From an optimization exercise on the open Yosys and OpenROAD flow, aimed at small area; shortcuts taken in it are not production practice. In this exercise RTL edits were held to simulation tests only and were not proved equivalent to the original. No activity file was given, so power comes from the tool's default toggle rates.

==> flow/design.v (excerpt) <==
module riscv_final(clk, rst, instruction, ALUResult, dReadData, PC, dAddress,
    dWriteData, MemRead, MemWrite, WriteBackData, iMemRead);
Size in the first run: about 4,600 cells after synthesis, ~230 I/O pins, ~58,000 sq um of cells after synthesis.
Settings: LEC_CHECK=0, CAP_MARGIN=5, CORE_MARGIN=2, CORE_UTILIZATION=40, CTS_BUF_LIST=sky130_fd_sc_hd__clkbuf_8, CTS_CLUSTER_DIAMETER=70, CTS_CLUSTER_SIZE=16, SETUP_SLACK_MARGIN=0.15, SLEW_MARGIN=5; clock period 11.0 ns.
standard.sh (not shown) runs the stock make flow with config.mk's settings and CLKGATE_MAP_FILE= SYNTH_SCRIPT=/design/flow/synth_recipe.tcl, a recipe that flattens the netlist after the stock synthesis.
==> flow/flow/run.sh <==
#!/bin/bash
# Layout flow: the standard flow, with synthesis mapped by an area
# oriented ABC script (flow/abc_area.script) instead of ORFS's speed script.
# Ports are buffered with the smallest buffer.
set -euo pipefail
W=$(pwd)
{ head -n 1 synth_recipe.tcl; cat flow/synth_hook.tcl; tail -n +2 synth_recipe.tcl; } > my_synth.tcl
sed "s#SYNTH_SCRIPT=[^ ]*#SYNTH_SCRIPT=$W/my_synth.tcl#" standard.sh > my_standard.sh
export MY_ABC_SCRIPT=$W/flow/abc_area.script
bash my_standard.sh synth > synth.log 2>&1
bash standard.sh BUFFER_PORTS_ARGS="-buffer_cell sky130_fd_sc_hd__buf_1" finish > layout.log 2>&1
==> flow/flow/abc_area.script <==
strash
&get -n
&st
&dch
&nf
&put
==> flow/flow/synth_hook.tcl <==
# Inserted after the first line of the standard flow's synthesis script: once ORFS's
# synthesis preamble has set up the ABC arguments, swap the ABC script for
# the one in MY_ABC_SCRIPT. Everything else (registers, their names and
# cell types, flattening, renaming) is the standard synthesis.
rename source _bench_source
proc source {args} {
  set r [uplevel 1 [list _bench_source {*}$args]]
  if {[string match *synth_preamble.tcl [lindex $args end]] && [info exists ::env(MY_ABC_SCRIPT)]} {
    set i [lsearch -exact $::abc_args -script]
    lset ::abc_args [expr {$i + 1}] $::env(MY_ABC_SCRIPT)
    puts "abc script replaced: $::abc_args"
  }
  return $r
}
==> next run, changes <==
Settings changed: CTS_CLUSTER_DIAMETER 70 to 60, CTS_CLUSTER_SIZE 16 to 14, SETUP_SLACK_MARGIN 0.15 to 0.1.
=>
- fmax came out higher by 0.43%
- global-route usage barely changes
- power came out higher by about 2.1%
- combinational power hardly moves
- synthesized area stays the same
- synthesized cell count does not change
- register-to-register slack improves by 0.21 ns
==> next run, changes <==
Settings changed: CTS_CLUSTER_DIAMETER 60 to 70, CTS_CLUSTER_SIZE 14 to 16, SETUP_SLACK_MARGIN 0.1 to 0.3.
After rerunning: Routed wire length stays flat. Final cell count shrinks slightly. Hold slack is about the same. Power falls by a few percent.


Another version of the RTL of riscv_final (not shown whole).
Size: roughly 4700 cells after synthesis, roughly 230 I/O pins, roughly 58000 um2 of cells after synthesis.
==> flow/config.mk <==
export PLATFORM = sky130hd
export DESIGN_NAME = riscv_final
export DESIGN_NICKNAME = riscv_final
export VERILOG_FILES = /design/flow/design.v
export SDC_FILE = /design/flow/constraint.sdc
export NUM_CORES = 4
export LEC_CHECK = 0
export CAP_MARGIN = 20
export CORE_MARGIN = 2
export CORE_UTILIZATION = 40
export SLEW_MARGIN = 20
==> flow/constraint.sdc <==
create_clock -name core_clock -period 11.0 [get_ports {clk}]
set_input_delay 2.2000 -clock core_clock [delete_from_list [all_inputs] [get_ports {clk}]]
set_output_delay 2.2000 -clock core_clock [all_outputs]
set_load 0.01 [all_outputs]
==> flow/flow/run.sh <==
#!/bin/bash
# Layout flow: the standard flow, with synthesis mapped by an area
# oriented ABC script (flow/abc_area.script) instead of ORFS's speed script.
set -euo pipefail
W=$(pwd)
{ head -n 1 synth_recipe.tcl; cat flow/synth_hook.tcl; tail -n +2 synth_recipe.tcl; } > my_synth.tcl
sed "s#SYNTH_SCRIPT=[^ ]*#SYNTH_SCRIPT=$W/my_synth.tcl#" standard.sh > my_standard.sh
export MY_ABC_SCRIPT=$W/flow/abc_area.script
bash my_standard.sh synth > synth.log 2>&1
bash standard.sh > layout.log 2>&1
Scripts as last shown in full above: flow/flow/abc_area.script, flow/flow/synth_hook.tcl
==> next run, changes <==
--- a/flow/flow/run.sh
+++ b/flow/flow/run.sh
@@ -3,2 +3,3 @@
 # oriented ABC script (flow/abc_area.script) instead of ORFS's speed script.
+# Ports are buffered with the smallest buffer.
 set -euo pipefail
@@ -9,2 +10,2 @@
 bash my_standard.sh synth > synth.log 2>&1
-bash standard.sh > layout.log 2>&1
+bash standard.sh BUFFER_PORTS_ARGS="-buffer_cell sky130_fd_sc_hd__buf_1" finish > layout.log 2>&1
- CAP_MARGIN: 20 -> 5
- CTS_BUF_LIST: not set -> sky130_fd_sc_hd__clkbuf_8
- CTS_CLUSTER_DIAMETER: not set -> 60
- CTS_CLUSTER_SIZE: not set -> 14
- SLEW_MARGIN: 20 -> 5
Utilization shrinks by 2.9 points.
Setup slack gets better by 0.057 ns.
Via count shrinks by about 1.1%.
Count of clock-buffer cells in the layout shrinks by 47.
Cell area shrinks by about 6%.
Power shrinks by 18%.
Sequential power stays flat.
Clock power shrinks by about 40%.
Hold slack barely changes.
Sequential share of layout area grows by 3.1 points.
Critical path depth grows by 1.

## what the ideal ports hide
In the flow no input, the clock included, has a driving cell. The finished layouts below were timed again as built, in two steps. Step 1: set_driving_cell puts a clkbuf_16 on clk and a buf_2 on each other input, an assumption about the parent block. Step 2 moves the port delays by t, midway between the first and last clock arrival at a register: inputs arrive t later, outputs are due t later. That takes back most of the time a late clock gives input paths. Three values: ideal, step 1, step 2; two values: the first two.
run | shift t [ns] | setup slack, ns | worst setup path at the end | worst slew at a driven data input, ns | cell pins on the clock port's net
the first run of note 1 | 0.956 | 0.148 / 0.074 / 1.030 | register to output | 0.15 | 1
the second run of note 1 | 0.950 | 0.195 / 0.119 / 1.068 | register to output | 0.14 | 1
the third run of note 1 | 0.952 | 0.431 / 0.356 / 1.307 | register to output | 0.15 | 1
the first run of note 2 | 0.869 | 0.294 / 0.209 / 0.718 | input to output | 0.15 | 1
the second run of note 2 | 0.984 | 0.351 / 0.272 / 1.256 | register to output | 0.17 | 1
After both steps setup and hold are still met in every run listed.
